This is an optimization exercise on Yosys and OpenROAD, whose aim is small area and a short achievable clock period, not a production implementation. Only simulation tests tie the RTL to the original design; equivalence was not proved. Power and IR drop assume default switching activity.

$ cat flow/design.v
module mul16lo(input [15:0] a, input [15:0] b, output [15:0] p);
wire neg0 = b[1];
wire one0_0, two0_0;
m_benc u_enc0_0(b[1], b[0], 1'b0, one0_0, two0_0);
wire pp0_0; m_bsel0 u_pp0_0(one0_0, neg0, a[0], pp0_0);
wire pp0_1; m_bsel u_pp0_1(one0_0, two0_0, neg0, a[1], a[0], pp0_1);
wire pp0_2; m_bsel u_pp0_2(one0_0, two0_0, neg0, a[2], a[1], pp0_2);
wire pp0_3; m_bsel u_pp0_3(one0_0, two0_0, neg0, a[3], a[2], pp0_3);
wire pp0_4; m_bsel u_pp0_4(one0_0, two0_0, neg0, a[4], a[3], pp0_4);
wire pp0_5; m_bsel u_pp0_5(one0_0, two0_0, neg0, a[5], a[4], pp0_5);
wire pp0_6; m_bsel u_pp0_6(one0_0, two0_0, neg0, a[6], a[5], pp0_6);
wire pp0_7; m_bsel u_pp0_7(one0_0, two0_0, neg0, a[7], a[6], pp0_7);
wire pp0_8; m_bsel u_pp0_8(one0_0, two0_0, neg0, a[8], a[7], pp0_8);
wire pp0_9; m_bsel u_pp0_9(one0_0, two0_0, neg0, a[9], a[8], pp0_9);
wire pp0_10; m_bsel u_pp0_10(one0_0, two0_0, neg0, a[10], a[9], pp0_10);
wire pp0_11; m_bsel u_pp0_11(one0_0, two0_0, neg0, a[11], a[10], pp0_11);
wire pp0_12; m_bsel u_pp0_12(one0_0, two0_0, neg0, a[12], a[11], pp0_12);
wire pp0_13; m_bsel u_pp0_13(one0_0, two0_0, neg0, a[13], a[12], pp0_13);
wire pp0_14; m_bsel u_pp0_14(one0_0, two0_0, neg0, a[14], a[13], pp0_14);
wire pp0_15; m_bsel u_pp0_15(one0_0, two0_0, neg0, a[15], a[14], pp0_15);
wire neg1 = b[3];
wire one1_0, two1_0;
m_benc u_enc1_0(b[3], b[2], b[1], one1_0, two1_0);
wire pp1_0; m_bsel0 u_pp1_0(one1_0, neg1, a[0], pp1_0);
wire pp1_1; m_bsel u_pp1_1(one1_0, two1_0, neg1, a[1], a[0], pp1_1);
wire pp1_2; m_bsel u_pp1_2(one1_0, two1_0, neg1, a[2], a[1], pp1_2);
wire pp1_3; m_bsel u_pp1_3(one1_0, two1_0, neg1, a[3], a[2], pp1_3);
wire pp1_4; m_bsel u_pp1_4(one1_0, two1_0, neg1, a[4], a[3], pp1_4);
wire pp1_5; m_bsel u_pp1_5(one1_0, two1_0, neg1, a[5], a[4], pp1_5);
wire pp1_6; m_bsel u_pp1_6(one1_0, two1_0, neg1, a[6], a[5], pp1_6);
wire pp1_7; m_bsel u_pp1_7(one1_0, two1_0, neg1, a[7], a[6], pp1_7);
wire pp1_8; m_bsel u_pp1_8(one1_0, two1_0, neg1, a[8], a[7], pp1_8);
wire pp1_9; m_bsel u_pp1_9(one1_0, two1_0, neg1, a[9], a[8], pp1_9);
wire pp1_10; m_bsel u_pp1_10(one1_0, two1_0, neg1, a[10], a[9], pp1_10);
wire pp1_11; m_bsel u_pp1_11(one1_0, two1_0, neg1, a[11], a[10], pp1_11);
wire pp1_12; m_bsel u_pp1_12(one1_0, two1_0, neg1, a[12], a[11], pp1_12);
wire pp1_13; m_bsel u_pp1_13(one1_0, two1_0, neg1, a[13], a[12], pp1_13);
wire neg2 = b[5];
wire one2_0, two2_0;
m_benc u_enc2_0(b[5], b[4], b[3], one2_0, two2_0);
wire pp2_0; m_bsel0 u_pp2_0(one2_0, neg2, a[0], pp2_0);
wire pp2_1; m_bsel u_pp2_1(one2_0, two2_0, neg2, a[1], a[0], pp2_1);
wire pp2_2; m_bsel u_pp2_2(one2_0, two2_0, neg2, a[2], a[1], pp2_2);
wire pp2_3; m_bsel u_pp2_3(one2_0, two2_0, neg2, a[3], a[2], pp2_3);
wire pp2_4; m_bsel u_pp2_4(one2_0, two2_0, neg2, a[4], a[3], pp2_4);
wire pp2_5; m_bsel u_pp2_5(one2_0, two2_0, neg2, a[5], a[4], pp2_5);
wire pp2_6; m_bsel u_pp2_6(one2_0, two2_0, neg2, a[6], a[5], pp2_6);
wire pp2_7; m_bsel u_pp2_7(one2_0, two2_0, neg2, a[7], a[6], pp2_7);
wire pp2_8; m_bsel u_pp2_8(one2_0, two2_0, neg2, a[8], a[7], pp2_8);
wire pp2_9; m_bsel u_pp2_9(one2_0, two2_0, neg2, a[9], a[8], pp2_9);
wire pp2_10; m_bsel u_pp2_10(one2_0, two2_0, neg2, a[10], a[9], pp2_10);
wire pp2_11; m_bsel u_pp2_11(one2_0, two2_0, neg2, a[11], a[10], pp2_11);
wire neg3 = b[7];
wire one3_0, two3_0;
m_benc u_enc3_0(b[7], b[6], b[5], one3_0, two3_0);
wire pp3_0; m_bsel0 u_pp3_0(one3_0, neg3, a[0], pp3_0);
wire pp3_1; m_bsel u_pp3_1(one3_0, two3_0, neg3, a[1], a[0], pp3_1);
wire pp3_2; m_bsel u_pp3_2(one3_0, two3_0, neg3, a[2], a[1], pp3_2);
wire pp3_3; m_bsel u_pp3_3(one3_0, two3_0, neg3, a[3], a[2], pp3_3);
wire pp3_4; m_bsel u_pp3_4(one3_0, two3_0, neg3, a[4], a[3], pp3_4);
wire pp3_5; m_bsel u_pp3_5(one3_0, two3_0, neg3, a[5], a[4], pp3_5);
wire pp3_6; m_bsel u_pp3_6(one3_0, two3_0, neg3, a[6], a[5], pp3_6);
wire pp3_7; m_bsel u_pp3_7(one3_0, two3_0, neg3, a[7], a[6], pp3_7);
wire pp3_8; m_bsel u_pp3_8(one3_0, two3_0, neg3, a[8], a[7], pp3_8);
wire pp3_9; m_bsel u_pp3_9(one3_0, two3_0, neg3, a[9], a[8], pp3_9);
wire neg4 = b[9];
wire one4_0, two4_0;
m_benc u_enc4_0(b[9], b[8], b[7], one4_0, two4_0);
wire pp4_0; m_bsel0 u_pp4_0(one4_0, neg4, a[0], pp4_0);
wire pp4_1; m_bsel u_pp4_1(one4_0, two4_0, neg4, a[1], a[0], pp4_1);
wire pp4_2; m_bsel u_pp4_2(one4_0, two4_0, neg4, a[2], a[1], pp4_2);
wire pp4_3; m_bsel u_pp4_3(one4_0, two4_0, neg4, a[3], a[2], pp4_3);
wire pp4_4; m_bsel u_pp4_4(one4_0, two4_0, neg4, a[4], a[3], pp4_4);
wire pp4_5; m_bsel u_pp4_5(one4_0, two4_0, neg4, a[5], a[4], pp4_5);
wire pp4_6; m_bsel u_pp4_6(one4_0, two4_0, neg4, a[6], a[5], pp4_6);
wire pp4_7; m_bsel u_pp4_7(one4_0, two4_0, neg4, a[7], a[6], pp4_7);
wire neg5 = b[11];
wire one5_0, two5_0;
m_benc u_enc5_0(b[11], b[10], b[9], one5_0, two5_0);
wire pp5_0; m_bsel0 u_pp5_0(one5_0, neg5, a[0], pp5_0);
wire pp5_1; m_bsel u_pp5_1(one5_0, two5_0, neg5, a[1], a[0], pp5_1);
wire pp5_2; m_bsel u_pp5_2(one5_0, two5_0, neg5, a[2], a[1], pp5_2);
wire pp5_3; m_bsel u_pp5_3(one5_0, two5_0, neg5, a[3], a[2], pp5_3);
wire pp5_4; m_bsel u_pp5_4(one5_0, two5_0, neg5, a[4], a[3], pp5_4);
wire pp5_5; m_bsel u_pp5_5(one5_0, two5_0, neg5, a[5], a[4], pp5_5);
wire neg6 = b[13];
wire one6_0, two6_0;
m_benc u_enc6_0(b[13], b[12], b[11], one6_0, two6_0);
wire pp6_0; m_bsel0 u_pp6_0(one6_0, neg6, a[0], pp6_0);
wire pp6_1; m_bsel u_pp6_1(one6_0, two6_0, neg6, a[1], a[0], pp6_1);
wire pp6_2; m_bsel u_pp6_2(one6_0, two6_0, neg6, a[2], a[1], pp6_2);
wire pp6_3; m_bsel u_pp6_3(one6_0, two6_0, neg6, a[3], a[2], pp6_3);
wire neg7 = b[15];
wire one7_0, two7_0;
m_benc u_enc7_0(b[15], b[14], b[13], one7_0, two7_0);
wire pp7_0; m_bsel0 u_pp7_0(one7_0, neg7, a[0], pp7_0);
wire pp7_1; m_bsel u_pp7_1(one7_0, two7_0, neg7, a[1], a[0], pp7_1);
wire s1; m_xo2 u_s1(pp0_10, pp1_8, s1);
wire c2; m_an2 u_c2(pp0_10, pp1_8, c2);
wire s3; m_xo2 u_s3(pp0_11, pp1_9, s3);
wire c4; m_an2 u_c4(pp0_11, pp1_9, c4);
wire s6; m_xo3 u_s6(pp0_12, pp1_10, pp2_8, s6);
wire c7; m_mj3 u_c7(pp0_12, pp1_10, pp2_8, c7);
wire s8; m_xo2 u_s8(pp3_6, pp4_4, s8);
wire c9; m_an2 u_c9(pp3_6, pp4_4, c9);
wire s11; m_xo3 u_s11(pp0_13, pp1_11, pp2_9, s11);
wire c12; m_mj3 u_c12(pp0_13, pp1_11, pp2_9, c12);
wire s13; m_xo2 u_s13(pp3_7, pp4_5, s13);
wire c14; m_an2 u_c14(pp3_7, pp4_5, c14);
wire s16; m_xo3 u_s16(pp0_14, pp1_12, pp2_10, s16);
wire c17; m_mj3 u_c17(pp0_14, pp1_12, pp2_10, c17);
wire s19; m_xo3 u_s19(pp3_8, pp4_6, pp5_4, s19);
wire c20; m_mj3 u_c20(pp3_8, pp4_6, pp5_4, c20);
wire s21; m_xo2 u_s21(pp6_2, pp7_0, s21);
wire c22; m_an2 u_c22(pp6_2, pp7_0, c22);
wire s24; m_xo3 u_s24(pp0_15, pp1_13, pp2_11, s24);
wire s27; m_xo3 u_s27(pp3_9, pp4_7, pp5_5, s27);
wire s29; m_xo2 u_s29(pp6_3, pp7_1, s29);
wire s31; m_xo2 u_s31(pp0_6, pp1_4, s31);
wire c32; m_an2 u_c32(pp0_6, pp1_4, c32);
wire s33; m_xo2 u_s33(pp0_7, pp1_5, s33);
wire c34; m_an2 u_c34(pp0_7, pp1_5, c34);
wire s36; m_xo3 u_s36(pp0_8, pp1_6, pp2_4, s36);
wire c37; m_mj3 u_c37(pp0_8, pp1_6, pp2_4, c37);
wire s38; m_xo2 u_s38(pp3_2, pp4_0, s38);
wire c39; m_an2 u_c39(pp3_2, pp4_0, c39);
wire s41; m_xo3 u_s41(pp0_9, pp1_7, pp2_5, s41);
wire c42; m_mj3 u_c42(pp0_9, pp1_7, pp2_5, c42);
wire s43; m_xo2 u_s43(pp3_3, pp4_1, s43);
wire c44; m_an2 u_c44(pp3_3, pp4_1, c44);
wire s46; m_xo3 u_s46(pp2_6, pp3_4, pp4_2, s46);
wire c47; m_mj3 u_c47(pp2_6, pp3_4, pp4_2, c47);
wire s49; m_xo3 u_s49(pp5_0, neg5, s1, s49);
wire c50; m_mj3 u_c50(pp5_0, neg5, s1, c50);
wire s52; m_xo3 u_s52(pp2_7, pp3_5, pp4_3, s52);
wire c53; m_mj3 u_c53(pp2_7, pp3_5, pp4_3, c53);
wire s55; m_xo3 u_s55(pp5_1, s3, c2, s55);
wire c56; m_mj3 u_c56(pp5_1, s3, c2, c56);
wire s58; m_xo3 u_s58(pp5_2, pp6_0, neg6, s58);
wire c59; m_mj3 u_c59(pp5_2, pp6_0, neg6, c59);
wire s61; m_xo3 u_s61(s6, s8, c4, s61);
wire c62; m_mj3 u_c62(s6, s8, c4, c62);
wire s64; m_xo3 u_s64(pp5_3, pp6_1, s11, s64);
wire c65; m_mj3 u_c65(pp5_3, pp6_1, s11, c65);
wire s67; m_xo3 u_s67(s13, c7, c9, s67);
wire c68; m_mj3 u_c68(s13, c7, c9, c68);
wire s70; m_xo3 u_s70(neg7, s16, s19, s70);
wire c71; m_mj3 u_c71(neg7, s16, s19, c71);
wire s73; m_xo3 u_s73(s21, c12, c14, s73);
wire c74; m_mj3 u_c74(s21, c12, c14, c74);
wire s76; m_xo3 u_s76(s24, s27, s29, s76);
wire s79; m_xo3 u_s79(c17, c20, c22, s79);
wire s81; m_xo2 u_s81(pp0_4, pp1_2, s81);
wire c82; m_an2 u_c82(pp0_4, pp1_2, c82);
wire s83; m_xo2 u_s83(pp0_5, pp1_3, s83);
wire c84; m_an2 u_c84(pp0_5, pp1_3, c84);
wire s86; m_xo3 u_s86(pp2_2, pp3_0, neg3, s86);
wire c87; m_mj3 u_c87(pp2_2, pp3_0, neg3, c87);
wire s89; m_xo3 u_s89(pp2_3, pp3_1, s33, s89);
wire c90; m_mj3 u_c90(pp2_3, pp3_1, s33, c90);
wire s92; m_xo3 u_s92(neg4, s36, s38, s92);
wire c93; m_mj3 u_c93(neg4, s36, s38, c93);
wire s95; m_xo3 u_s95(s41, s43, c37, s95);
wire c96; m_mj3 u_c96(s41, s43, c37, c96);
wire s98; m_xo3 u_s98(s46, s49, c42, s98);
wire c99; m_mj3 u_c99(s46, s49, c42, c99);
wire s101; m_xo3 u_s101(s52, s55, c47, s101);
wire c102; m_mj3 u_c102(s52, s55, c47, c102);
wire s104; m_xo3 u_s104(s58, s61, c53, s104);
wire c105; m_mj3 u_c105(s58, s61, c53, c105);
wire s107; m_xo3 u_s107(s64, s67, c59, s107);
wire c108; m_mj3 u_c108(s64, s67, c59, c108);
wire s110; m_xo3 u_s110(s70, s73, c65, s110);
wire c111; m_mj3 u_c111(s70, s73, c65, c111);
wire s113; m_xo3 u_s113(s76, s79, c71, s113);
wire s115; m_xo2 u_s115(pp0_2, pp1_0, s115);
wire c116; m_an2 u_c116(pp0_2, pp1_0, c116);
wire s117; m_xo2 u_s117(pp0_3, pp1_1, s117);
wire c118; m_an2 u_c118(pp0_3, pp1_1, c118);
wire s120; m_xo3 u_s120(pp2_0, neg2, s81, s120);
wire c121; m_mj3 u_c121(pp2_0, neg2, s81, c121);
wire s123; m_xo3 u_s123(pp2_1, s83, c82, s123);
wire c124; m_mj3 u_c124(pp2_1, s83, c82, c124);
wire s126; m_xo3 u_s126(s31, s86, c84, s126);
wire c127; m_mj3 u_c127(s31, s86, c84, c127);
wire s129; m_xo3 u_s129(c32, s89, c87, s129);
wire c130; m_mj3 u_c130(c32, s89, c87, c130);
wire s132; m_xo3 u_s132(c34, s92, c90, s132);
wire c133; m_mj3 u_c133(c34, s92, c90, c133);
wire s135; m_xo3 u_s135(c39, s95, c93, s135);
wire c136; m_mj3 u_c136(c39, s95, c93, c136);
wire s138; m_xo3 u_s138(c44, s98, c96, s138);
wire c139; m_mj3 u_c139(c44, s98, c96, c139);
wire s141; m_xo3 u_s141(c50, s101, c99, s141);
wire c142; m_mj3 u_c142(c50, s101, c99, c142);
wire s144; m_xo3 u_s144(c56, s104, c102, s144);
wire c145; m_mj3 u_c145(c56, s104, c102, c145);
wire s147; m_xo3 u_s147(c62, s107, c105, s147);
wire c148; m_mj3 u_c148(c62, s107, c105, c148);
wire s150; m_xo3 u_s150(c68, s110, c108, s150);
wire c151; m_mj3 u_c151(c68, s110, c108, c151);
wire s153; m_xo3 u_s153(c74, s113, c111, s153);
wire [15:0] r0 = {s153, s150, s147, s144, s141, s138, s135, s132, s129, s126, s123, s120, s117, neg1, pp0_1, pp0_0};
wire [15:0] r1 = {c151, c148, c145, c142, c139, c136, c133, c130, c127, c124, c121, c118, c116, s115, 1'b0, neg0};
m_add16 u_cpa(r0, r1, p);
endmodule
module m_add16(input [15:0] a, input [15:0] b, output [15:0] s);
assign s = a + b;
endmodule
module m_benc(input b2, input b1, input b0, output one, output two);
assign one = b1 ^ b0;
assign two = (b2 & ~b1 & ~b0) | (~b2 & b1 & b0);
endmodule
module m_bsel(input one, input two, input neg, input aj, input ajm, output p);
assign p = ((one & aj) | (two & ajm)) ^ neg;
endmodule
module m_bsel0(input one, input neg, input aj, output p);
assign p = (one & aj) ^ neg;
endmodule
module m_xo2(input a, input b, output y);
assign y = a ^ b;
endmodule
module m_xo3(input a, input b, input c, output y);
assign y = a ^ b ^ c;
endmodule
module m_mj3(input a, input b, input c, output y);
assign y = (a & b) | (a & c) | (b & c);
endmodule
module m_an2(input a, input b, output y);
assign y = a & b;
endmodule
module opsel(
    input  [15:0]  prod,
    input  [15:0]  yo,
    input  [15:0]  my,
    input  [15:0]  rd,
    input  [15:0]  hold,
    input  [223:0] rf,
    input          s_prod,
    input          s_yo,
    input          s_my,
    input          s_rd,
    input  [13:0]  s_rf,
    input          s_ff,
    input          go,
    input          hd,
    output [15:0]  q
    );
genvar j;
generate for (j = 0; j < 16; j = j + 1) begin : g_bit
    wire [4:0] o;
    m_sel4 u_a(yo[j], s_yo, my[j], s_my, rd[j], s_rd, rf[j], s_rf[0], o[0]);
    m_sel4 u_b(rf[16+j], s_rf[1], rf[32+j], s_rf[2], rf[48+j], s_rf[3], rf[64+j], s_rf[4], o[1]);
    m_sel4 u_c(rf[80+j], s_rf[5], rf[96+j], s_rf[6], rf[112+j], s_rf[7], rf[128+j], s_rf[8], o[2]);
    m_sel4 u_d(rf[144+j], s_rf[9], rf[160+j], s_rf[10], rf[176+j], s_rf[11], rf[192+j], s_rf[12], o[3]);
    m_sel2f u_e(rf[208+j], s_rf[13], 1'b0, 1'b0, s_ff, o[4]);
    wire e, w;
    m_or5 u_o(o, e);
    m_ao22 u_w(e, go, hold[j], hd, w);
    m_ao21 u_q(prod[j], s_prod, w, q[j]);
end endgenerate
endmodule
module ldsel #(parameter W = 16) (
    input  [W-1:0] d,
    input  [W-1:0] hold,
    input          go,
    input          hd,
    output [W-1:0] q
    );
genvar j;
generate for (j = 0; j < W; j = j + 1) begin : g_bit
    m_ao22 u_q(d[j], go, hold[j], hd, q[j]);
end endgenerate
endmodule
module ysel(
    input  [15:0] prod,
    input  [15:0] yo,
    input  [15:0] hold,
    input         s_prod,
    input         s_yo,
    input         s_hold,
    output [15:0] q
    );
genvar j;
generate for (j = 0; j < 16; j = j + 1) begin : g_bit
    wire e;
    m_ao22 u_e(yo[j], s_yo, hold[j], s_hold, e);
    m_ao21 u_q(prod[j], s_prod, e, q[j]);
end endgenerate
endmodule
module m_sel4(input a, input sa, input b, input sb, input c, input sc, input d, input sd, output y);
assign y = (a & sa) | (b & sb) | (c & sc) | (d & sd);
endmodule
module m_sel2f(input a, input sa, input b, input sb, input sf, output y);
assign y = (a & sa) | (b & sb) | sf;
endmodule
module m_or5(input [4:0] a, output y);
assign y = |a;
endmodule
module m_ao21(input a, input sa, input b, output y);
assign y = (a & sa) | b;
endmodule
module m_ao22(input a, input sa, input b, input sb, output y);
assign y = (a & sa) | (b & sb);
endmodule
module ldsel3(
    input  [15:0] a,
    input  [15:0] b,
    input  [15:0] hold,
    input         ga,
    input         gb,
    input         hd,
    output [15:0] q
    );
genvar j;
generate for (j = 0; j < 16; j = j + 1) begin : g_bit
    m_ao222 u_q(a[j], ga, b[j], gb, hold[j], hd, q[j]);
end endgenerate
endmodule
module m_ao222(input a, input sa, input b, input sb, input c, input sc, output y);
assign y = (a & sa) | (b & sb) | (c & sc);
endmodule
module gohd(input mr, input rst, input keep, input en, output go, output hd);
assign go = ~rst & keep & en & mr;
assign hd = ~rst & keep & ~(en & mr);
endmodule
module rfen(input mr, input rst, input sel, output we);
assign we = rst | (sel & mr);
endmodule
`timescale 1ns / 1ps
module risc_core(
    input clk,
    input rst,
    output [15:0] imem_addr,
    input  [15:0] imem_data,
    output [15:0] dmem_addr,
    output [15:0] dmem_wdata,
    output dmem_we,
    output dmem_re,
    output io_we,
    input  [15:0] dmem_rdata,
    input  mem_ready
    );
reg [15:0] pc;
reg [15:0] ir;
reg [7:0]  d_imm;
reg [3:0]  d_wr, d_rr1, d_rr2;
reg        cd_alusrc, cd_memwe, cd_load, cd_rfwe, cd_forget;
reg [3:0]  cd_aluop;
reg [7:0]  e_imm;
reg [15:0] e_op1, e_op2;
reg [3:0]  e_wr;
reg        ce_alusrc, ce_memwe, ce_load, ce_rfwe;
reg [3:0]  ce_aluop;
reg [15:0] m_op2, m_y;
reg [3:0]  m_wr;
reg        cm_memwe, cm_load, cm_rfwe;
reg [1:0]  bank;
reg [1:0]  bp;
reg        hz;
reg [15:0] rf [1:14];
wire mr = mem_ready;
wire [3:0] op = ir[15:12];
wire op_i    = op[3] & ~(op[2] & op[1] & op[0]) & ~(op[2] & op[1] & ~op[0]) & ~(~op[2] & op[1] & op[0]);  
wire op_j    = op[3] & op[2] & op[1];                   
wire op_beq  = (op == 4'd13);
wire b_taken = bp[0] ^ bp[1];
wire pc_src  = op_j | (op_beq & b_taken);               
wire       n_alusrc = (op == 4'd8) | (op == 4'd9) | (op == 4'd10) | (op == 4'd12);
wire [3:0] n_aluop  = (~op[3] | op == 4'd11) ? op :
                      (op == 4'd12) ? 4'b1100 :
                      (op == 4'd13) ? 4'b1111 : 4'b0000;
wire       n_memwe  = (op == 4'd9);
wire       n_load   = (op == 4'd10);
wire       n_rfwe   = ~op[3] | (op == 4'd8) | (op == 4'd10) | (op == 4'd11) | (op == 4'd12);
wire       n_forget = (op == 4'd3) | (op == 4'd8) | (op == 4'd10);
wire bank_en = (cd_aluop == 4'b0011) & op[3] & ~(op[2] & op[1]);
wire [1:0] bank_q = bank + {1'b0, bank_en};
wire l = ce_load & ((d_rr1 == e_wr) | ((d_rr2 == e_wr) & ~cd_forget));
wire stall_ld = hz | ~l;            
wire sd = (m_op2 != 16'h0a18);      
wire [15:0] e_simm = {{8{e_imm[7]}}, e_imm};
wire [15:0] alu_b  = ce_alusrc ? e_simm : e_op2;
wire        alu_sub = (ce_aluop == 4'b0001) | (ce_aluop == 4'b0100);
wire [15:0] addend  = alu_sub ? ~e_op2 : alu_b;
wire [15:0] sum     = e_op1 + addend + {15'b0, alu_sub};
wire [15:0] diff    = sum;
wire [15:0] prod;
mul16lo mul(.a(e_op1), .b(e_op2), .p(prod));
wire slt = (e_op1[15] ^ e_op2[15]) ? e_op1[15] : diff[15];
wire is_mul = (ce_aluop == 4'b0010);
reg  [15:0] yo;                     
always @(*)
case (ce_aluop)
    4'b0000: yo = sum;
    4'b0001: yo = diff;
    4'b0011: yo = {e_op1[15], e_op1[15:1]};
    4'b0100: yo = {15'b0, slt};
    4'b0101: yo = e_op1 ^ e_op2;
    4'b0110: yo = e_op1 | e_op2;
    4'b0111: yo = e_op1 & e_op2;
    4'b1100: yo = {e_imm, 8'b0};
    4'b1111: yo = e_op1 ^ e_op2;
    default: yo = 16'b0;
endcase
wire alu_z = (ce_aluop == 4'b1111) & (e_op1 == e_op2);
wire nz    = |ce_aluop;
wire flush_nt = b_taken & ~alu_z & nz;
wire flush_t  = (~b_taken & alu_z) | flush_nt;
reg [1:0] bp_n;
always @(*)
case (bp)
    2'b00: bp_n = alu_z ? 2'b11 : 2'b00;
    2'b11: bp_n = alu_z ? 2'b01 : (nz ? 2'b00 : 2'b11);
    2'b01: bp_n = alu_z ? 2'b10 : (nz ? 2'b11 : 2'b01);
    default: bp_n = alu_z ? 2'b10 : (nz ? 2'b01 : 2'b10);
endcase
wire [15:0] off = op_j ? {{4{ir[11]}}, ir[11:0]} : {{8{ir[7]}}, ir[7:0]};
wire [8:0]  imm_m2 = {e_imm[7], e_imm} - 9'd2;
wire [15:0] k_dec = pc_src ? off : 16'd1;
wire [15:0] k_exe = b_taken ? ~e_simm : {{7{imm_m2[8]}}, imm_m2};
wire [15:0] pc_a = pc + k_dec;
wire [15:0] pc_b = pc + k_exe;
wire fe1 = (d_rr1 == e_wr) & ce_rfwe;
wire fm1 = ~fe1 & (d_rr1 == m_wr) & cm_rfwe;
wire fr1 = ~fe1 & ~fm1;
wire fe2 = (d_rr2 == e_wr) & ~cd_forget & ce_rfwe;
wire fm2 = ~fe2 & (d_rr2 == m_wr) & ~cd_forget & cm_rfwe;
wire fr2 = ~fe2 & ~fm2;
wire [15:0] oh1 = 16'b1 << d_rr1;
wire [15:0] oh2 = 16'b1 << d_rr2;
wire [223:0] rf_flat;
genvar gf;
generate for (gf = 1; gf < 15; gf = gf + 1) begin : g_flat
    assign rf_flat[16*(gf-1) +: 16] = rf[gf];
end endgenerate
wire e_go, e_hd, e_gp1, e_gp2;
gohd g_e (.mr(mr), .rst(rst), .keep(~flush_t), .en(1'b1), .go(e_go), .hd(e_hd));
gohd g_p1(.mr(mr), .rst(rst), .keep(~flush_t & fe1 & is_mul), .en(1'b1), .go(e_gp1), .hd());
gohd g_p2(.mr(mr), .rst(rst), .keep(~flush_t & fe2 & is_mul), .en(1'b1), .go(e_gp2), .hd());
wire [15:0] fwd1, fwd2;
opsel sel1(.prod(prod), .yo(yo), .my(m_y), .rd(dmem_rdata), .hold(e_op1), .rf(rf_flat),
           .s_prod(e_gp1), .s_yo(fe1 & ~is_mul),
           .s_my(fm1 & ~cm_load), .s_rd(fm1 & cm_load),
           .s_rf({14{fr1}} & oh1[14:1]), .s_ff(fr1 & oh1[15]), .go(e_go), .hd(e_hd), .q(fwd1));
opsel sel2(.prod(prod), .yo(yo), .my(m_y), .rd(dmem_rdata), .hold(e_op2), .rf(rf_flat),
           .s_prod(e_gp2), .s_yo(fe2 & ~is_mul),
           .s_my(fm2 & ~cm_load), .s_rd(fm2 & cm_load),
           .s_rf({14{fr2}} & oh2[14:1]), .s_ff(fr2 & oh2[15]), .go(e_go), .hd(e_hd), .q(fwd2));
wire [11:0] e_d;
ldsel #(12) ex(.d({d_imm, d_wr}), .hold({e_imm, e_wr}), .go(e_go), .hd(e_hd), .q(e_d));
wire m_go, m_hd, m_gp, m_gy;
gohd g_m (.mr(mr), .rst(rst), .keep(1'b1), .en(sd), .go(m_go), .hd(m_hd));
gohd g_mp(.mr(mr), .rst(rst), .keep(is_mul), .en(sd), .go(m_gp), .hd());
gohd g_my(.mr(mr), .rst(rst), .keep(~is_mul), .en(sd), .go(m_gy), .hd());
wire [15:0] y_d;
ysel ys(.prod(prod), .yo(yo), .hold(m_y), .s_prod(m_gp), .s_yo(m_gy), .s_hold(m_hd), .q(y_d));
wire [19:0] m_d;
ldsel #(20) ms(.d({e_op2, e_wr}), .hold({m_op2, m_wr}), .go(m_go), .hd(m_hd), .q(m_d));
wire pc_ga, pc_gb, pc_hd;
gohd g_pa(.mr(mr), .rst(rst), .keep(~flush_t), .en(stall_ld & sd), .go(pc_ga), .hd());
gohd g_pb(.mr(mr), .rst(rst), .keep(flush_t), .en(stall_ld & sd), .go(pc_gb), .hd());
gohd g_ph(.mr(mr), .rst(rst), .keep(1'b1), .en(stall_ld & sd), .go(), .hd(pc_hd));
wire [15:0] pc_d;
ldsel3 pcs(.a(pc_a), .b(pc_b), .hold(pc), .ga(pc_ga), .gb(pc_gb), .hd(pc_hd), .q(pc_d));
wire ir_go, ir_hd, d_go, d_hd;
gohd g_ir(.mr(mr), .rst(rst), .keep(~flush_t & ~pc_src), .en(stall_ld), .go(ir_go), .hd(ir_hd));
gohd g_d (.mr(mr), .rst(rst), .keep(~flush_t), .en(stall_ld), .go(d_go), .hd(d_hd));
wire [15:0] ir_d;
ldsel #(16) irs(.d(imem_data), .hold(ir), .go(ir_go), .hd(ir_hd), .q(ir_d));
wire [19:0] d_d;
ldsel #(20) ds(.d({ir[7:0],
                   op_i ? {2'b0, ir[9:8]} : ir[3:0],
                   op_i ? {bank_q, ir[11:10]} : ir[11:8],
                   op_i ? {bank_q, ir[9:8]} : ir[7:4]}),
               .hold({d_imm, d_wr, d_rr1, d_rr2}), .go(d_go), .hd(d_hd), .q(d_d));
always @(posedge clk) begin
    pc <= pc_d;
    ir <= ir_d;
    {d_imm, d_wr, d_rr1, d_rr2} <= d_d;
    {e_imm, e_wr} <= e_d;
    e_op1 <= fwd1;
    e_op2 <= fwd2;
    m_y <= y_d;
    {m_op2, m_wr} <= m_d;
    if (rst | flush_t) begin
        cd_alusrc <= 1'b0; cd_aluop <= 4'b0; cd_memwe <= 1'b0;
        cd_load <= 1'b0; cd_rfwe <= 1'b0; cd_forget <= 1'b0;
    end else if (stall_ld) begin
        cd_alusrc <= n_alusrc; cd_aluop <= n_aluop; cd_memwe <= n_memwe;
        cd_load <= n_load; cd_rfwe <= n_rfwe; cd_forget <= n_forget;
    end
    if (rst | flush_t | ~stall_ld) begin
        ce_alusrc <= 1'b0; ce_aluop <= 4'b0; ce_memwe <= 1'b0;
        ce_load <= 1'b0; ce_rfwe <= 1'b0;
    end else begin
        ce_alusrc <= cd_alusrc; ce_aluop <= cd_aluop; ce_memwe <= cd_memwe;
        ce_load <= cd_load; ce_rfwe <= cd_rfwe;
    end
    if (rst) begin
        cm_memwe <= 1'b0; cm_load <= 1'b0; cm_rfwe <= 1'b0;
    end else begin
        cm_memwe <= ce_memwe; cm_load <= ce_load; cm_rfwe <= ce_rfwe;
    end
    if (rst) bank <= 2'b0;
    else bank <= bank_q;
    if (rst) bp <= 2'b0;
    else bp <= bp_n;
    if (rst) hz <= 1'b0;
    else hz <= ~hz & l;
end
wire wd_l, wd_y;
gohd g_wl(.mr(1'b1), .rst(rst), .keep(cm_load), .en(1'b1), .go(wd_l), .hd());
gohd g_wy(.mr(1'b1), .rst(rst), .keep(~cm_load), .en(1'b1), .go(wd_y), .hd());
wire [15:0] rf_wd;
ldsel #(16) wds(.d(dmem_rdata), .hold(m_y), .go(wd_l), .hd(wd_y), .q(rf_wd));
genvar gi;
generate for (gi = 1; gi < 15; gi = gi + 1) begin : g_rf
    wire we;
    rfen u_we(.mr(mr), .rst(rst), .sel(cm_rfwe & (m_wr == gi)), .we(we));
    always @(posedge clk)
        if (we) rf[gi] <= rf_wd;
end endgenerate
assign imem_addr  = pc;
assign dmem_addr  = m_y;
assign dmem_wdata = m_op2;
assign dmem_we    = cm_memwe & ~(&m_y[15:13]);
assign io_we      = cm_memwe & (&m_y[15:13]);
assign dmem_re    = cm_load;
endmodule
$ cat flow/flow/run.sh
#!/bin/bash
# The standard layout (the standard.sh: ORFS synthesis, floorplan, place,
# CTS, route, finish) with two changes to how the layout is made:
#  - timing repair aims for a setup slack margin beyond the design's 12 ns
#    period, so that the layout is repaired towards a shorter achieved period;
#  - the port buffers are buf_2 cells instead of ORFS's default pick.
# Constraints and the clock are unchanged.
set -euo pipefail
MARGIN=${MARGIN:-8}
bash standard.sh SETUP_SLACK_MARGIN=$MARGIN \
    "BUFFER_PORTS_ARGS=-buffer_cell sky130_fd_sc_hd__buf_2" finish \
    > flow_standard.log 2>&1 || { tail -50 flow_standard.log; exit 1; }
tail -5 flow_standard.log
$ cat flow/standard.sh
#!/bin/bash
# synth_recipe.tcl (not shown) runs the flow's synth.tcl, then flattens the netlist and writes it again
# the make line also repeats each setting of config.mk as NAME=value (left out here)
make -C /OpenROAD-flow-scripts/flow DESIGN_CONFIG=/design/flow/config.mk WORK_HOME=/design/flow/orfs CLKGATE_MAP_FILE= SYNTH_SCRIPT=/design/flow/synth_recipe.tcl "${@:-finish}"
$ cat flow/config.mk
export PLATFORM = sky130hd
export DESIGN_NAME = risc_core
export DESIGN_NICKNAME = risc_core
export VERILOG_FILES = /design/flow/design.v
export SDC_FILE = /design/flow/constraint.sdc
export NUM_CORES = 4
export LEC_CHECK = 0
export CAP_MARGIN = 20
export CORE_MARGIN = 2
export CORE_UTILIZATION = 40
export SLEW_MARGIN = 20
export SYNTH_HIERARCHICAL = 1
$ cat flow/constraint.sdc
create_clock -name core_clock -period 12.0 [get_ports {clk}]
set_input_delay 2.4000 -clock core_clock [delete_from_list [all_inputs] [get_ports {clk}]]
set_output_delay 2.4000 -clock core_clock [all_outputs]
set_load 0.01 [all_outputs]
==> results of run 1 <==
## tightest hold or removal path, cell delays in order (launching register included)
cell and delay, ns:
sky130_fd_sc_hd__dfxtp_1 0.30, sky130_fd_sc_hd__nand2_1 0.05, sky130_fd_sc_hd__a21oi_1 0.05
## per-stage QoR
stage,worst slack [ns],util (%),instance area [um2],total power (uW),hold WS [ns]
detailed placement,7.222,44.12,26630,2218,0.4420
global route,7.655,49.54,29900,3903,0.4639
finish,7.804,49.54,29900,3758,0.4477
floorplan,7.920,-,25010,2022,0.4138
global placement,7.317,44.12,26630,2203,0.4307
CTS,7.879,48.86,29490,3728,0.4498
## power by group through the flow
stage | clock, uW | sequential, uW | combinational (uW)
CTS | 1400 | 1490 | 837
floorplan | 0 | 1510 | 515
detailed placement | 0 | 1530 | 690
finish | 1370 | 1490 | 891
global route | 1460 | 1500 | 946
global placement | 0 | 1520 | 679
## per-layer routing
layer	part of all wire (%)	track usage (%)
met3	6.0	3.355
met2	47	43.04
met1	43	34.50
met4	3.6	10.37
met5	0	0
## area by class of cell
cell class              count  area [um2]  share of cell area, %
multi-input cells        1893       15440                  51.63
flip-flops and latches    381        9930                  33.21
repair buffers            231        1727                  5.775
clock buffers              57        1181                  3.950
well taps                 782       978.4                  3.273
inverters                  91       350.3                  1.172
clock inverters            26       295.3                 0.9876
## sequential cells by signal, indices dropped and copies added, names as in the netlist, 2 cells and up
signal,count
m_wr,4
cd_aluop,4
m_y,16
e_op1,16
bank,2
e_op2,16
e_wr,4
m_op2,16
ir,16
pc,16
ce_aluop,4
d_imm,8
d_wr,4
bp,2
rf,224
e_imm,8
d_rr2,4
d_rr1,4
## final timing paths
kind | end
min | cd_alusrc
max | m_y[14]
min reg2reg | cd_alusrc
max reg2reg | m_y[14]
## what timing repair did
| item | CTS | global route |
|---|---|---|
| endpoints found under the setup margin | 73 | 80 |
| pin swaps | 61 | 44 |
| setup buffers | 89 | 12 |
| cloned | 2 | 0 |
| gates resized for setup | 111 | 68 |
==> results by group, run 1 <==
Power
  • Cell Int Power: 2627 uW
  • Clock group share of total power: 36.5%
  • Proportion of power drawn by flip-flops and latches: 39.8%
  • Comb power frac: 23.7%
  • Worst vdd ir: 0.1259 mV
  • Reported leakage power: 0.01267 uW
  • Switch Pwr: 1131 uW
  • Total power per unit cell area: 125.7 nW/um2
  • Sw Share: 30.10%

Worst setup path
  • RR Startpoint: e_op2[5]
  • Kind of cell with the highest combined delay on the critical path: compound AO/OA/AOI/OAI gates
  • Peak fanout along the critical path: 6
  • Required time reported for the critical path endpoint: 12.47 ns
  • Data arrival time of the critical path: 4.67 ns
  • Logic depth of the worst path, buffers included: 17
  • Critical-path cell list: buf_12 -> nand2_1 -> o22ai_4 -> buf_4 -> a22oi_2 -> xnor2_1 -> xor2_1 -> buf_4 -> maj3_2 -> xor3_1 -> ha_4 -> nand4_1 -> nor2_2 -> a31oi_4 -> a221oi_4 -> o311ai_4 -> a21o_1
  • Slowest cell on the critical path: sky130_fd_sc_hd__xor3_1
  • Critical path endpoint category: register
  • Launch point of the worst path: e_op2[5]
  • Most prevalent standard cell on the critical path: sky130_fd_sc_hd__buf_4
  • Register-to-register setup slack: 7.80 ns
  • Type of the worst setup path: reg2reg
  • CP startpoint kind: register
  • Number of cells on the worst reg-to-reg path: 17
  • Critical path's largest stage delay: 0.45 ns
  • Worst path buffer plus inverter count: 3

Floorplanning
  • Placeable core region: 60360 um2
  • Overall die area: 63130 um2
  • Number of top-level design ports: 86
  • Die X: 251.3 um
  • Starting utilization of the core area: 40.52%
  • Die span in y: 251.3 um
  • # rows: 90

Layout
  • Count of fill cells added during filler insertion: 5445
  • Most frequent standard cell in the layout excluding fill and tap cells: sky130_fd_sc_hd__a22oi_1
  • Most used cells in the layout excluding fill and tap cells: sky130_fd_sc_hd__a22oi_1, sky130_fd_sc_hd__nand2_1, sky130_fd_sc_hd__edfxtp_1, sky130_fd_sc_hd__dfxtp_1, sky130_fd_sc_hd__a22o_1
  • Antenna Cells: 0
  • Nets: 2780
  • Layout cells sized above 1: 23.22%
  • Count of non-filler cells in the finished layout: 3461
  • Area delta synth->final: 22.26%

Routing
  • Number of vias in the routed layout: 21040
  • Count of antenna-violating nets left after detailed routing: 0
  • Avg Vias per Cell: 6.078
  • Residual DRC count: 0
  • Final Routed Wirelength: 83740 um
  • Final routed wire length divided by cell count: 24.20 um
  • Length of the first detailed-routing pass in iterations: 7
  • Violation count after the first detailed-route iteration: 1954

Global routing
  • Antenna violations before repair: 0
  • Total routing usage reported by global routing: 25.99%
  • Global-route wire length before repair: 126500 um
  • Maximum number of pins on one net before global-route repair: 41
  • Vias in the first global route: 20700
  • GR Overflow Total: 0

Placement
  • Final weighted congestion of routability-driven global placement: 0.9119
  • Placed insts: 3274
  • Number of buffers inserted by port buffering: 85
  • Final HPWL from detailed placement: 56680 um

Timing
  • Worst slew margin: 20.20%
  • Worst-margin pin slew: 1.196 ns
  • Max Freq: 238.4 MHz
  • Final setup vio count: 0
  • Final Critical Period: 4.196 ns
  • Hold violation total from the final report: 0
  • RSZ-0062 raised after global routing: yes
  • Share of the clock period used by the worst path: 34.96%
  • Largest clock skew in the final design: 0.04242 ns
  • Total count of max-transition violations in the final report: 0
  • Sum Neg Setup Slack: 0 ns

Clock network
  • Post-CTS Hold Fix Bufs: 0
  • Number of buffers created by CTS: 45
  • Longest Clk Path Bufs: 3
  • Clock insertion delay at the later pin of the skew report: 0.61 ns
  • Clk root buf: sky130_fd_sc_hd__clkbuf_16
  • Clock slew at the register clock pins of the worst setup and hold paths: 0.06 ns
  • Depth of the CTS H-tree: 2
  • Clock tree from TritonCTS: built
  • Number of clock sinks: 381

Hold path
  • Instance count along the most critical hold path: 2
  • Hold Crit Start: cd_alusrc
  • Hold crit path type: reg2reg

Logic synthesis
  • Per-instance average area after synthesis: 10.51 um2
  • Synthesized instance count: 2326
  • Synthesized cell area: 24460 um2
  • Yosys warning count: 8

Run
  • Number of max-cap violations: 0

Outcome
  • Result of the run: no timing/DRC/antenna violations
==> run 2: changes to the inputs <==
--- a/flow/design.v
+++ b/flow/design.v
@@ -203,5 +203,155 @@
 wire [15:0] r0 = {s153, s150, s147, s144, s141, s138, s135, s132, s129, s126, s123, s120, s117, neg1, pp0_1, pp0_0};
 wire [15:0] r1 = {c151, c148, c145, c142, c139, c136, c133, c130, c127, c124, c121, c118, c116, s115, 1'b0, neg0};
-m_add16 u_cpa(r0, r1, p);
+wire g155, p156; m_nand2 u_g155(pp0_0, neg0, g155); m_xo2 u_p156(pp0_0, neg0, p156);
+wire g157, p158; m_nand2 u_g157(neg1, s115, g157); m_xo2 u_p158(neg1, s115, p158);
+wire g159, p160; m_nand2 u_g159(s117, c116, g159); m_xo2 u_p160(s117, c116, p160);
+wire g161, p162; m_nand2 u_g161(s120, c118, g161); m_xo2 u_p162(s120, c118, p162);
+wire g163, p164; m_nand2 u_g163(s123, c121, g163); m_xo2 u_p164(s123, c121, p164);
+wire g165, p166; m_nand2 u_g165(s126, c124, g165); m_xo2 u_p166(s126, c124, p166);
+wire g167, p168; m_nand2 u_g167(s129, c127, g167); m_xo2 u_p168(s129, c127, p168);
+wire g169, p170; m_nand2 u_g169(s132, c130, g169); m_xo2 u_p170(s132, c130, p170);
+wire g171, p172; m_nand2 u_g171(s135, c133, g171); m_xo2 u_p172(s135, c133, p172);
+wire g173, p174; m_nand2 u_g173(s138, c136, g173); m_xo2 u_p174(s138, c136, p174);
+wire g175, p176; m_nand2 u_g175(s141, c139, g175); m_xo2 u_p176(s141, c139, p176);
+wire g177, p178; m_nand2 u_g177(s144, c142, g177); m_xo2 u_p178(s144, c142, p178);
+wire g179, p180; m_nand2 u_g179(s147, c145, g179); m_xo2 u_p180(s147, c145, p180);
+wire g181, p182; m_nand2 u_g181(s150, c148, g181); m_xo2 u_p182(s150, c148, p182);
+wire g183, p184; m_nand2 u_g183(s153, c151, g183); m_xo2 u_p184(s153, c151, p184);
+wire i185; m_inv u_i185(g155, i185);
+wire n186; m_nand2 u_n186(pp0_1, i185, n186);
+wire q187; m_nand2 u_q187(pp0_1, p156, q187);
+wire i188; m_inv u_i188(p160, i188);
+wire n189; m_o21ai u_n189(i188, g157, g159, n189);
+wire q190; m_nand2 u_q190(p160, p158, q190);
+wire i191; m_inv u_i191(p164, i191);
+wire n192; m_o21ai u_n192(i191, g161, g163, n192);
+wire q193; m_nand2 u_q193(p164, p162, q193);
+wire i194; m_inv u_i194(p168, i194);
+wire n195; m_o21ai u_n195(i194, g165, g167, n195);
+wire q196; m_nand2 u_q196(p168, p166, q196);
+wire i197; m_inv u_i197(p172, i197);
+wire n198; m_o21ai u_n198(i197, g169, g171, n198);
+wire q199; m_nand2 u_q199(p172, p170, q199);
+wire i200; m_inv u_i200(p176, i200);
+wire n201; m_o21ai u_n201(i200, g173, g175, n201);
+wire q202; m_nand2 u_q202(p176, p174, q202);
+wire i203; m_inv u_i203(p180, i203);
+wire n204; m_o21ai u_n204(i203, g177, g179, n204);
+wire q205; m_nand2 u_q205(p180, p178, q205);
+wire i206; m_inv u_i206(p184, i206);
+wire n207; m_o21ai u_n207(i206, g181, g183, n207);
+wire q208; m_nand2 u_q208(p184, p182, q208);
+wire i209; m_inv u_i209(p158, i209);
+wire n210; m_o21ai u_n210(i209, n186, g157, n210);
+wire i211; m_inv u_i211(q187, i211);
+wire q212; m_nand2 u_q212(p158, i211, q212);
+wire i213; m_inv u_i213(q190, i213);
+wire i214; m_inv u_i214(n186, i214);
+wire n215; m_a21oi u_n215(i213, i214, n189, n215);
+wire q216; m_nor2 u_q216(q190, q187, q216);
+wire i217; m_inv u_i217(p166, i217);
+wire i218; m_inv u_i218(n192, i218);
+wire n219; m_o21ai u_n219(i217, i218, g165, n219);
+wire i220; m_inv u_i220(q193, i220);
+wire q221; m_nand2 u_q221(p166, i220, q221);
+wire i222; m_inv u_i222(q196, i222);
+wire n223; m_a21oi u_n223(i222, n192, n195, n223);
+wire q224; m_nor2 u_q224(q196, q193, q224);
+wire i225; m_inv u_i225(p174, i225);
+wire i226; m_inv u_i226(n198, i226);
+wire n227; m_o21ai u_n227(i225, i226, g173, n227);
+wire i228; m_inv u_i228(q199, i228);
+wire q229; m_nand2 u_q229(p174, i228, q229);
+wire i230; m_inv u_i230(q202, i230);
+wire n231; m_a21oi u_n231(i230, n198, n201, n231);
+wire q232; m_nor2 u_q232(q202, q199, q232);
+wire i233; m_inv u_i233(p182, i233);
+wire i234; m_inv u_i234(n204, i234);
+wire n235; m_o21ai u_n235(i233, i234, g181, n235);
+wire i236; m_inv u_i236(q205, i236);
+wire q237; m_nand2 u_q237(p182, i236, q237);
+wire i238; m_inv u_i238(q208, i238);
+wire n239; m_a21oi u_n239(i238, n204, n207, n239);
+wire q240; m_nor2 u_q240(q208, q205, q240);
+wire i241; m_inv u_i241(p162, i241);
+wire n242; m_o21ai u_n242(i241, n215, g161, n242);
+wire q243; m_nand2 u_q243(p162, q216, q243);
+wire i244; m_inv u_i244(q193, i244);
+wire i245; m_inv u_i245(n215, i245);
+wire n246; m_a21oi u_n246(i244, i245, n192, n246);
+wire i247; m_inv u_i247(q216, i247);
+wire q248; m_nor2 u_q248(q193, i247, q248);
+wire i249; m_inv u_i249(q221, i249);
+wire i250; m_inv u_i250(n215, i250);
+wire n251; m_a21oi u_n251(i249, i250, n219, n251);
+wire i252; m_inv u_i252(q216, i252);
+wire q253; m_nor2 u_q253(q221, i252, q253);
+wire i254; m_inv u_i254(q224, i254);
+wire n255; m_o21ai u_n255(i254, n215, n223, n255);
+wire q256; m_nand2 u_q256(q224, q216, q256);
+wire i257; m_inv u_i257(p178, i257);
+wire n258; m_o21ai u_n258(i257, n231, g177, n258);
+wire q259; m_nand2 u_q259(p178, q232, q259);
+wire i260; m_inv u_i260(q205, i260);
+wire i261; m_inv u_i261(n231, i261);
+wire n262; m_a21oi u_n262(i260, i261, n204, n262);
+wire i263; m_inv u_i263(q232, i263);
+wire q264; m_nor2 u_q264(q205, i263, q264);
+wire i265; m_inv u_i265(q237, i265);
+wire i266; m_inv u_i266(n231, i266);
+wire n267; m_a21oi u_n267(i265, i266, n235, n267);
+wire i268; m_inv u_i268(q232, i268);
+wire q269; m_nor2 u_q269(q237, i268, q269);
+wire i270; m_inv u_i270(q240, i270);
+wire n271; m_o21ai u_n271(i270, n231, n239, n271);
+wire q272; m_nand2 u_q272(q240, q232, q272);
+wire i273; m_inv u_i273(p170, i273);
+wire i274; m_inv u_i274(n255, i274);
+wire n275; m_o21ai u_n275(i273, i274, g169, n275);
+wire i276; m_inv u_i276(q256, i276);
+wire q277; m_nand2 u_q277(p170, i276, q277);
+wire i278; m_inv u_i278(q199, i278);
+wire n279; m_a21oi u_n279(i278, n255, n198, n279);
+wire q280; m_nor2 u_q280(q199, q256, q280);
+wire i281; m_inv u_i281(q229, i281);
+wire n282; m_a21oi u_n282(i281, n255, n227, n282);
+wire q283; m_nor2 u_q283(q229, q256, q283);
+wire i284; m_inv u_i284(q232, i284);
+wire i285; m_inv u_i285(n255, i285);
+wire n286; m_o21ai u_n286(i284, i285, n231, n286);
+wire i287; m_inv u_i287(q256, i287);
+wire q288; m_nand2 u_q288(q232, i287, q288);
+wire i289; m_inv u_i289(q259, i289);
+wire n290; m_a21oi u_n290(i289, n255, n258, n290);
+wire q291; m_nor2 u_q291(q259, q256, q291);
+wire i292; m_inv u_i292(q264, i292);
+wire i293; m_inv u_i293(n255, i293);
+wire n294; m_o21ai u_n294(i292, i293, n262, n294);
+wire i295; m_inv u_i295(q256, i295);
+wire q296; m_nand2 u_q296(q264, i295, q296);
+wire i297; m_inv u_i297(q269, i297);
+wire i298; m_inv u_i298(n255, i298);
+wire n299; m_o21ai u_n299(i297, i298, n267, n299);
+wire i300; m_inv u_i300(q256, i300);
+wire q301; m_nand2 u_q301(q269, i300, q301);
+wire i302; m_inv u_i302(q272, i302);
+wire n303; m_a21oi u_n303(i302, n255, n271, n303);
+wire q304; m_nor2 u_q304(q272, q256, q304);
+wire o305; m_xn2 u_o305(pp0_1, g155, o305);
+wire o306; m_xn2 u_o306(p158, n186, o306);
+wire o307; m_xo2 u_o307(p160, n210, o307);
+wire o308; m_xn2 u_o308(p162, n215, o308);
+wire o309; m_xo2 u_o309(p164, n242, o309);
+wire o310; m_xn2 u_o310(p166, n246, o310);
+wire o311; m_xn2 u_o311(p168, n251, o311);
+wire o312; m_xo2 u_o312(p170, n255, o312);
+wire o313; m_xo2 u_o313(p172, n275, o313);
+wire o314; m_xn2 u_o314(p174, n279, o314);
+wire o315; m_xn2 u_o315(p176, n282, o315);
+wire o316; m_xo2 u_o316(p178, n286, o316);
+wire o317; m_xn2 u_o317(p180, n290, o317);
+wire o318; m_xo2 u_o318(p182, n294, o318);
+wire o319; m_xo2 u_o319(p184, n299, o319);
+assign p = {o319, o318, o317, o316, o315, o314, o313, o312, o311, o310, o309, o308, o307, o306, o305, p156};
 endmodule
 module m_add16(input [15:0] a, input [15:0] b, output [15:0] s);
@@ -227,4 +377,22 @@
 assign y = (a & b) | (a & c) | (b & c);
 endmodule
+module m_inv(input a, output y);
+assign y = ~a;
+endmodule
+module m_nand2(input a, input b, output y);
+assign y = ~(a & b);
+endmodule
+module m_nor2(input a, input b, output y);
+assign y = ~(a | b);
+endmodule
+module m_xn2(input a, input b, output y);
+assign y = ~(a ^ b);
+endmodule
+module m_a21oi(input a1, input a2, input b, output y);
+assign y = ~((a1 & a2) | b);
+endmodule
+module m_o21ai(input a1, input a2, input b, output y);
+assign y = ~((a1 | a2) & b);
+endmodule
 module m_an2(input a, input b, output y);
 assign y = a & b;
==> run 2 against run 1 <==
Non-clock buffer count up 33. Global-route usage down 0.53 points. Clock skew up 0.0048 ns. Via count down 0.93%. Cell count up 1.7%. Synthesized cell count up 1.7%. Critical path depth up 2. Maximum frequency up 3.3%. Flip-flop and latch count unchanged. Count of clock-buffer cells in the layout down 2. Worst setup slack better by 0.14 ns.
==> results by group, run 2 <==
Outcome
  • Result of the run: no timing/DRC/antenna violations

Hold path
  • Instance count along the most critical hold path: 1 (-1)
  • Worst hold path endpoint: cm_memwe
  • Hold crit path type: reg2reg
  • Hold Crit Start: ce_memwe

Power
  • Clock group share of total power: 36.1% (-0.4 points)
  • Reported leakage power: 0.01290 uW (+1.8%)
  • Switch Pwr: 1073 uW (-5.1%)
  • Sw Share: 29.85% (-0.25 points)
  • Proportion of power drawn by flip-flops and latches: 41.6% (+1.8 points)
  • Comb power frac: 22.3% (-1.4 points)
  • Cell Int Power: 2521 uW (-4.0%)
  • Total power per unit cell area: 119.6 nW/um2 (-4.9%)
  • Worst vdd ir: 0.1376 mV (+9.3%)

Routing
  • Avg Vias per Cell: 5.922 (-2.6%)
  • Residual DRC count: 0 (unchanged)
  • Final Routed Wirelength: 82810 um (-1.1%)
  • Violation count after the first detailed-route iteration: 1746 (-11%)
  • Number of vias in the routed layout: 20840 (-0.93%)
  • Final routed wire length divided by cell count: 23.53 um (-2.7%)
  • Length of the first detailed-routing pass in iterations: 8 (+1)
  • Count of antenna-violating nets left after detailed routing: 0 (unchanged)

Clock network
  • Number of buffers created by CTS: 44 (-2.2%)
  • Clock insertion delay at the later pin of the skew report: 0.60 ns (about the same)
  • Depth of the CTS H-tree: 2 (unchanged)
  • Clock slew at the register clock pins of the worst setup and hold paths: 0.06 ns (about the same)
  • Longest Clk Path Bufs: 3 (unchanged)
  • Post-CTS Hold Fix Bufs: 0 (unchanged)
  • Clock tree from TritonCTS: built
  • Clk root buf: sky130_fd_sc_hd__clkbuf_16
  • Number of clock sinks: 381 (unchanged)

Worst setup path
  • Peak fanout along the critical path: 6 (unchanged)
  • Type of the worst setup path: reg2reg
  • Register-to-register setup slack: 7.94 ns (+0.14 ns)
  • Critical path endpoint category: register
  • Data arrival time of the critical path: 4.51 ns (-0.16 ns)
  • RR Startpoint: ce_aluop[2]
  • CP startpoint kind: register
  • Required time reported for the critical path endpoint: 12.45 ns (-0.02 ns)
  • Reg2reg end: e_op2[14]
  • Number of cells on the worst reg-to-reg path: 19 (+2)

Global routing
  • Vias in the first global route: 20150 (-2.7%)
  • Global-route wire length before repair: 124200 um (-1.9%)
  • Maximum number of pins on one net before global-route repair: 41 (unchanged)
  • Total routing usage reported by global routing: 25.47% (-0.53 points)
  • GR Overflow Total: 0 (unchanged)
  • Antenna violations before repair: 1 (+1)

Placement
  • Final HPWL from detailed placement: 55590 um (-1.9%)
  • Final weighted congestion of routability-driven global placement: 0.9338 (+2.4%)
  • Number of buffers inserted by port buffering: 85 (unchanged)

Floorplanning
  • Overall die area: 63080 um2 (about the same)
  • Number of top-level design ports: 86 (unchanged)
  • Starting utilization of the core area: 40.49% (about the same)
  • # rows: 90 (unchanged)
  • Die span in y: 251.2 um (about the same)
  • Placeable core region: 60360 um2 (unchanged)
  • Die X: 251.2 um (about the same)

Logic synthesis
  • Per-instance average area after synthesis: 10.33 um2 (-1.8%)
  • Synthesized cell area: 24440 um2 (about the same)
  • Yosys warning count: 8 (unchanged)
  • Synthesized instance count: 2366 (+1.7%)

Layout
  • Largest register by flop count: rf
  • Storage cell area: 9928 um2 (about the same)
  • Post-route core utilization: 49.79% (+0.26 points)
  • Area delta synth->final: 23.00%
  • Multi-input logic area: 15180 um2 (-1.7%)
  • Most frequent standard cell in the layout excluding fill and tap cells: sky130_fd_sc_hd__nand2_1
  • Flip-flop count of the largest register after layout: 224 (unchanged)
  • Antenna Cells: 0 (unchanged)
  • Most used cells in the layout excluding fill and tap cells: sky130_fd_sc_hd__nand2_1, sky130_fd_sc_hd__a22oi_1, sky130_fd_sc_hd__edfxtp_1, sky130_fd_sc_hd__buf_4
  • Nets: 2823 (+1.5%)
  • Layout cells sized above 1: 24.66% (+1.4 points)
  • Count of fill cells added during filler insertion: 5449 (+0.073%)

Timing
  • Hold slack: 0.4421 ns (-0.005585 ns)
  • Hold violation total from the final report: 0 (unchanged)
  • Final setup vio count: 0 (unchanged)
  • Worst slew margin: 25.71% (+5.5 points)
  • Sum Neg Setup Slack: 0 ns (unchanged)
  • Final Critical Period: 4.060 ns (-0.1356 ns)
  • Worst-margin pin slew: 1.113 ns (-0.08253 ns)
  • Total count of max-transition violations in the final report: 0 (unchanged)
  • Max Freq: 246.3 MHz (+3.3%)
  • Largest clock skew in the final design: 0.04723 ns (+0.004810 ns)
  • Share of the clock period used by the worst path: 33.83% (-1.1 points)
  • RSZ-0062 raised after global routing: yes

Run
  • Number of max-cap violations: 0 (unchanged)
run 2: changes by cell type in the layout (fill, tap and decap cells not counted), sizes merged, moves of 3 or more:
| cell | previous run | this run |
|---|---|---|
| ha | 97 | 82 |
| inv | 91 | 132 |
| xnor2 | 118 | 121 |
| bufinv | 4 | 1 |
| nor3 | 67 | 61 |
| buf | 230 | 264 |
| o21ai | 52 | 62 |
| clkbuf | 58 | 55 |
| o311ai | 5 | 2 |
| nand3 | 21 | 18 |
| xor2 | 51 | 66 |
| nand2 | 251 | 271 |
run 2: how the worst max path moves through the flow:
stage / startpoint / end / slack (ns)
2_1_floorplan: ce_aluop[2] / e_op1[14] / 7.97
3_3_place_gp: e_op2[1] / e_op2[15] / 7.25
3_5_place_dp: e_op2[1] / m_y[15] / 7.15
4_1_cts: e_op2[3] / m_y[15] / 7.96
5_1_grt: e_op2[0] / m_y[15] / 7.76
6_report: ce_aluop[2] / e_op2[14] / 7.94
run 2: power by group through the flow:
stage	combinational, uW	clock, uW	sequential (uW)
6_report	802	1300	1490
5_1_grt	858	1380	1500
4_1_cts	737	1320	1490
3_5_place_dp	623	0	1530
3_3_place_gp	613	0	1520
2_1_floorplan	497	0	1510
run 2: metrics by stage:
stage          cells  setup slack (ns)  power [uW]  area (um2)
2_1_floorplan   2439             7.966        2003       24970
3_3_place_gp    3292             7.254        2138       26440
3_5_place_dp    3292             7.146        2150       26440
4_1_cts         3486             7.962        3553       29350
5_1_grt         3519             7.760        3736       30060
6_report        3519             7.940        3594       30060
run 2: per-layer routing:
metal / global-route usage, % / vias up / part of all wire (%)
li1: - / 9652 / -
met1: 34.54 / 10220 / 43
met2: 42.22 / 793 / 47
met3: 3.117 / 170 / 6.3
met4: 8.435 / 2 / 3.5
met5: 0 / - / 0.0097
run 2: final cells by class:
type                    count  share of cell area, %
multi-input cells        1881                  50.51
flip-flops and latches    381                  33.03
repair buffers            264                  6.952
clock buffers              55                  3.938
well taps                 782                  3.255
inverters                 130                  1.624
clock inverters            26                 0.6869
run 2: worst max-delay path, cell delays in order, from the launching register on:
cell and delay (ns):
sky130_fd_sc_hd__dfxtp_4 0.36, sky130_fd_sc_hd__xnor2_4 0.14, sky130_fd_sc_hd__or3_4 0.43, sky130_fd_sc_hd__nor2_4 0.12
sky130_fd_sc_hd__a21oi_2 0.04, sky130_fd_sc_hd__fa_2 0.35, sky130_fd_sc_hd__inv_2 0.07, sky130_fd_sc_hd__fa_2 0.21
sky130_fd_sc_hd__nor2b_2 0.05, sky130_fd_sc_hd__o31a_1 0.36, sky130_fd_sc_hd__o21ai_4 0.21, sky130_fd_sc_hd__nor4_2 0.07
sky130_fd_sc_hd__or3_1 0.39, sky130_fd_sc_hd__a31o_4 0.26, sky130_fd_sc_hd__a22oi_2 0.15, sky130_fd_sc_hd__nand2_1 0.07
sky130_fd_sc_hd__nor3_1 0.18, sky130_fd_sc_hd__nand2_1 0.09, sky130_fd_sc_hd__a22o_1 0.22, sky130_fd_sc_hd__a21o_1 0.15
run 2: timing repair:
| action | in CTS | in global routing |
|---|---|---|
| setup buffers | 109 | 33 |
| pin swaps | 70 | 82 |
| cloned | 4 | 0 |
| gates resized for setup | 97 | 99 |
| setup endpoints to repair | 77 | 229 |

-- what the ideal ports hide --
The results above use ideal ports. As a check the final layouts listed here were re-extracted and re-timed, cells and wires unchanged.
Step 1 assumes that a clkbuf_16 drives the clock port and a buf_2 every other input.
Step 2 adds t to the input delays and takes it off the output delays; t is the mean of the earliest and latest rising clock arrival at the registers after step 1. Input paths then give back, and output paths get back, about the clock's delay inside the block.
Slacks: ideal / step 1 / step 2; pairs: ideal / step 1.
| run | t (ns) | setup slack, ns | hold WS [ns] | slew at the worst register clock pin (ns) | worst slew at a driven data input, ns |
|---|---|---|---|---|---|
| run 1 | 0.653 | 7.804 / 7.804 / 7.408 | 0.448 / 0.448 / 0.448 | 0.07 / 0.07 | 0.04 |
| run 2 | 0.641 | 7.940 / 7.940 / 7.662 | 0.442 / 0.442 / 0.442 | 0.07 / 0.07 | 0.03 |
After both steps every run listed still meets setup and hold. For run 1, which loses most, drivers alone change the setup slack by 0.000 ns; drivers and shift together by -0.396 ns.
